Source: an optimization exercise on an open RTL-to-GDS flow (aim: small area). Production flows keep margins and buffers that such runs may drop.
The RTL was checked by simulation tests, not by an equivalence proof against the original design.
The clock port is modelled as an ideal driver, which makes a skipped or thinned clock tree look cheaper than it is; a real chip needs a root buffer or a tree.
No activity file was given, so power comes from the tool's default toggle rates.

==> flow/design.v (excerpt) <==
module rgb_mixer (
    input clk,
    input reset,
    input enc0_a,
    input enc0_b,
    input enc1_a,
    input enc1_b,
    input enc2_a,
    input enc2_b,
    output pwm0_out,
    output pwm1_out,
    output pwm2_out
);
Size: roughly 79 flip-flops, roughly 11 I/O pins, ~0.0031 mm^2 of cells after synthesis.
==> flow/config.mk <==
export PLATFORM = sky130hd
export DESIGN_NAME = rgb_mixer
export DESIGN_NICKNAME = rgb_mixer
export VERILOG_FILES = /design/flow/design.v
export SDC_FILE = /design/flow/constraint.sdc
export NUM_CORES = 4
export LEC_CHECK = 0
export ABC_AREA = 1
export CAP_MARGIN = 20
export CORE_MARGIN = 2
export CORE_UTILIZATION = 60
export SLEW_MARGIN = 20
==> flow/constraint.sdc <==
create_clock -name core_clock -period 10.0 [get_ports {clk}]
set_input_delay 2.0000 -clock core_clock [delete_from_list [all_inputs] [get_ports {clk}]]
set_output_delay 2.0000 -clock core_clock [all_outputs]
set_load 0.01 [all_outputs]
standard.sh (not shown) runs the stock make flow with config.mk's settings and CLKGATE_MAP_FILE= SYNTH_SCRIPT=/design/flow/synth_recipe.tcl, a recipe that flattens the netlist after the stock synthesis.
==> flow/flow/run.sh <==
#!/bin/bash
# Standard layout, with CTS not adding dummy loads and the ports buffered with
# the smallest buffer. Each tool's output goes to the ORFS logs under orfs/.
bash standard.sh "CTS_ARGS=-sink_clustering_enable -repair_clock_nets -dont_use_dummy_load -buf_list sky130_fd_sc_hd__clkbuf_8 -sink_clustering_size 50 -sink_clustering_max_diameter 200" "BUFFER_PORTS_ARGS=-buffer_cell sky130_fd_sc_hd__buf_1" finish > standard.log 2>&1
The starting point went through all stages and came out clean.
Then changed:
==> flow/flow/run.sh (replaced) <==
#!/bin/bash
# Standard layout, with CTS not adding dummy loads and the ports buffered with
# the smallest buffer. Each tool's output goes to the ORFS logs under orfs/.
bash standard.sh "CTS_ARGS=-sink_clustering_enable -repair_clock_nets -dont_use_dummy_load -buf_list sky130_fd_sc_hd__clkbuf_4 -sink_clustering_size 30 -sink_clustering_max_diameter 100" "BUFFER_PORTS_ARGS=-buffer_cell sky130_fd_sc_hd__buf_1" finish > standard.log 2>&1
=> The new run went through all stages and came out clean; routed wire length fell by about 0.47%; non-clock buffer count stays the same; utilization fell by 1.1 points; cell area fell by about 1.7%; worst setup slack is about the same; synthesized area does not change; combinational power hardly moves; global-route usage fell by 0.15 points.

* * *

== v7 ==
The RTL this note starts from:
==> flow/design.v <==
`default_nettype none
`timescale 1ns/1ns
module clkdivider (
    input wire clk,
    input wire rst,
    output wire st,
    output wire tick,
    output reg z,
    output wire cbit
    );
    reg [2:0] ph;
    reg [7:0] c;
    reg cy;
    assign st = (ph == 3'd0);
    assign tick = (ph == 3'd7);
    wire cin = st | cy;
    wire cb = z ? st : c[0];
    assign cbit = cb ^ cin;
    always @(posedge clk)
        c <= {cbit, c[7:1]};
    always @(posedge clk) begin
        if (rst) begin
            ph <= 3'd4;
            cy <= 1'b0;
            z <= 1'b1;
        end else begin
            ph <= ph + 1'b1;
            cy <= cin & cb;
            if (ph == 3'd3) z <= 1'b0;
        end
    end
endmodule
`default_nettype none
`timescale 1ns/1ns
module debounce (
    input wire clk,
    input wire en,
    input wire reset,
    input wire button,
    output reg debounced,
    output wire ch,
    output wire flip
    );
    reg f;
    reg [2:0] k;
    wire full = &k;
    wire m = button ^ debounced;    
    assign flip = f & full;
    assign ch = f & !full;
    wire mm = m ^ flip;             
    wire clr = reset | (en & (!mm | flip));
    wire inc = en & mm & !full;
    wire set0 = !reset & en & flip & mm;
    always @(posedge clk) begin
        debounced <= !reset & (debounced ^ (en & flip));
        f <= (en & full & (f | m)) | (!en & f);
        k[0] <= set0 | (!clr & (k[0] ^ inc));
        k[1] <= !clr & (k[1] ^ (inc & k[0]));
        k[2] <= !clr & (k[2] ^ (inc & k[0] & k[1]));
    end
endmodule
`default_nettype none
`timescale 1ns/1ns
module encoder (
    input wire a,
    input wire b,
    input wire ch_a,
    input wire ch_b,
    output wire step,
    output wire up
    );
    assign step = (ch_a ^ ch_b) & (a ^ b);
    assign up = ch_a;
endmodule
`default_nettype none
`timescale 1ns/1ns
module pwm (
    input wire clk,
    input wire reset,
    input wire st,
    input wire tick,
    input wire z,
    input wire cbit,
    input wire step,
    input wire up,
    input wire up_next,
    output wire out
    );
    reg [7:0] l;
    reg k, sat, lt, o;
    wire lb = l[0] & !z;
    wire kin = st ? (step & !sat) : k;
    wire nb = lb ^ kin;
    wire sin = st | sat;
    wire ltin = !st & lt;
    wire ltn = (cbit ^ nb) ? nb : ltin;
    always @(posedge clk) begin
        l <= {nb, l[7:1]};
        sat <= sin & (nb ~^ up_next);
        lt <= ltn;
        if (reset) begin
            k <= 1'b0;
            o <= 1'b0;
        end else begin
            k <= kin & (lb ~^ up);
            if (tick) o <= ltn & !z;
        end
    end
    assign out = !reset & o;
endmodule
`default_nettype none
`timescale 1ns/1ns
module rgb_mixer (
    input clk,
    input reset,
    input enc0_a,
    input enc0_b,
    input enc1_a,
    input enc1_b,
    input enc2_a,
    input enc2_b,
    output pwm0_out,
    output pwm1_out,
    output pwm2_out
);
    wire st, tick, z, cbit;
    clkdivider clkdivider0(.clk(clk), .rst(reset), .st(st), .tick(tick), .z(z), .cbit(cbit));
    wire a0, b0, a0_ch, b0_ch, a0_flip, b0_flip;
    wire a1, b1, a1_ch, b1_ch, a1_flip, b1_flip;
    wire a2, b2, a2_ch, b2_ch, a2_flip, b2_flip;
    debounce debounce0_a(.clk(clk), .en(tick), .reset(reset), .button(enc0_a), .debounced(a0), .ch(a0_ch), .flip(a0_flip));
    debounce debounce0_b(.clk(clk), .en(tick), .reset(reset), .button(enc0_b), .debounced(b0), .ch(b0_ch), .flip(b0_flip));
    debounce debounce1_a(.clk(clk), .en(tick), .reset(reset), .button(enc1_a), .debounced(a1), .ch(a1_ch), .flip(a1_flip));
    debounce debounce1_b(.clk(clk), .en(tick), .reset(reset), .button(enc1_b), .debounced(b1), .ch(b1_ch), .flip(b1_flip));
    debounce debounce2_a(.clk(clk), .en(tick), .reset(reset), .button(enc2_a), .debounced(a2), .ch(a2_ch), .flip(a2_flip));
    debounce debounce2_b(.clk(clk), .en(tick), .reset(reset), .button(enc2_b), .debounced(b2), .ch(b2_ch), .flip(b2_flip));
    wire step0, up0, step1, up1, step2, up2;
    encoder encoder0(.a(a0), .b(b0), .ch_a(a0_ch), .ch_b(b0_ch), .step(step0), .up(up0));
    encoder encoder1(.a(a1), .b(b1), .ch_a(a1_ch), .ch_b(b1_ch), .step(step1), .up(up1));
    encoder encoder2(.a(a2), .b(b2), .ch_a(a2_ch), .ch_b(b2_ch), .step(step2), .up(up2));
    pwm pwm0(.clk(clk), .reset(reset), .st(st), .tick(tick), .z(z), .cbit(cbit), .step(step0), .up(up0), .up_next(a0_flip), .out(pwm0_out));
    pwm pwm1(.clk(clk), .reset(reset), .st(st), .tick(tick), .z(z), .cbit(cbit), .step(step1), .up(up1), .up_next(a1_flip), .out(pwm1_out));
    pwm pwm2(.clk(clk), .reset(reset), .st(st), .tick(tick), .z(z), .cbit(cbit), .step(step2), .up(up2), .up_next(a2_flip), .out(pwm2_out));
endmodule
clock: 10.0 ns
lec_check: 0
abc_area: 1
cap_margin: 20
core_margin: 2
core_utilization: 85
slew_margin: 20
==> flow/flow/run.sh <==
#!/bin/bash
# Standard synthesis, then its combinational logic re-mapped for area by ABC
# with a few scripts, keeping the smallest (flip-flops untouched), then the
# standard layout with the ports buffered with the smallest buffer, except
# that the clock tree is made by ctree.tcl in place of ORFS's CTS: the clock
# port drives four clock buffers, each driving a quarter of the flip-flops;
# clock buffers driving a clock pin with a slow slew are then upsized
# (clock_fix.tcl). Each tool writes its own log here.
set -euo pipefail
R=orfs/results/sky130hd/rgb_mixer/base
bash standard.sh synth > synth.log 2>&1
mkdir -p remap
cp $R/1_2_yosys.v remap/in.v
ln -sf $FLOW_HOME/platforms/sky130hd/lib/sky130_fd_sc_hd__tt_025C_1v80.lib remap/lib.lib
scripts=(
  '&get,-n;&dch,-f;&nf,-R,1000;&put'
  'strash;dc2;&get,-n;&dch,-f;&nf,-R,1000;&put'
  '&get,-n;&deepsyn,-T,20;&dch,-f;&nf,-R,1000;&put'
  'strash;dc2;&get,-n;&deepsyn,-T,20;&dch,-f;&nf,-R,1000;&put'
)
best=""; besta=1e9
for i in "${!scripts[@]}"; do
  sed -e "s|ABC_SCRIPT|${scripts[$i]//&/\\&}|" -e "s|OUT_V|out$i.v|" flow/remap.ys > remap/remap$i.ys
  (cd remap && timeout 600 yosys -s remap$i.ys > remap$i.log 2>&1) || continue
  a=$(grep 'Chip area' remap/remap$i.log | tail -1 | awk '{print $NF}')
  n=$(grep -c 'sky130_fd_sc_hd__dfxtp' remap/out$i.v || true)
  echo "script $i area $a flops $n" >> remap/summary.log
  if [[ "$n" == "$(grep -c 'sky130_fd_sc_hd__dfxtp' remap/in.v)" ]] && python3 -c "import sys; sys.exit(0 if $a < $besta else 1)"; then
    best=$i; besta=$a
  fi
done
echo "best $best $besta" >> remap/summary.log
[[ -n "$best" ]]
cp remap/out$best.v $R/1_2_yosys.v
rm -f $R/1_synth.odb $R/1_synth.sdc
ARGS=("BUFFER_PORTS_ARGS=-buffer_cell sky130_fd_sc_hd__buf_1")
bash standard.sh "${ARGS[@]}" place > place.log 2>&1
CT_K=4 CT_ROOT=none CT_LEAF=sky130_fd_sc_hd__clkbuf_8 \
  CT_IN_ODB=$R/3_place.odb CT_IN_SDC=$R/3_place.sdc \
  CT_OUT_ODB=$R/4_1_cts.odb CT_OUT_ODB2=$R/4_cts.odb CT_OUT_SDC=$R/4_cts.sdc \
  openroad -no_init -exit flow/ctree.tcl > ctree.log 2>&1
CF_DIR=$R CF_MAX_SLEW=0.110 openroad -no_init -exit flow/clock_fix.tcl > clock_fix.log 2>&1
bash standard.sh "${ARGS[@]}" finish > finish.log 2>&1
Other scripts of this flow, unchanged in this note and not shown: flow/flow/clock_fix.tcl, flow/flow/ctree.tcl, flow/flow/remap.ys
Changes in v1 relative to v7:
Settings: changing CORE_UTILIZATION from 85 to 90.
[summary]
As the logs show, v1 stopped at global placement without I/O after a tool error, so it never reached the end of the flow. v7 → v1: synthesized cell count comparable; horizontal extent of the die shows a reduction of 2.6%; number of nets in the synthesized netlist comparable; synthesized area per cell level. v7 → v1: synthesized area about even, starting density of the core rose 7.8 points, number of rows in the core area fell 1, vertical die dimension fell 1.6 um.
In v7 the design's own scripts or RTL, not TritonCTS, make the clock network.

-- port drivers added, routing unchanged --
How much do the figures lean on ideal ports? The routed layouts below were timed once more, with nothing changed but the port constraints.
Step 1 (the two cells are an assumption about what drives the block):
set clk [get_ports {clk}]
set_driving_cell -lib_cell sky130_fd_sc_hd__clkbuf_16 $clk
set_driving_cell -lib_cell sky130_fd_sc_hd__buf_2 [delete_from_list [all_inputs] $clk]
Step 2 times the ports against the registers' clock, not the clock port: input delays grow and output delays shrink by t, the midpoint of the rising clock arrivals with the driver on.
Slacks: ideal ports / drivers / drivers and shift; pairs: ideal ports / drivers.
run	t, ns	setup WS [ns]	hold slack, ns	worst register clock-pin slew, ns	worst data-port slew with drivers (ns)
the first run of note 1	0.358	5.412 / 5.391 / 5.391	0.328 / 0.328 / 0.328	0.07 / 0.07	0.03
the second run of note 1	0.407	5.414 / 5.393 / 5.393	0.335 / 0.335 / 0.335	0.12 / 0.12	0.03
v7	0.213	4.877 / 4.844 / 4.844	0.331 / 0.331 / 0.331	0.11 / 0.11	0.03
After both steps setup and hold are still met in every run listed. The setup slack of v7, which loses most, moves by -0.033 ns with the drivers and by -0.033 ns with both steps.
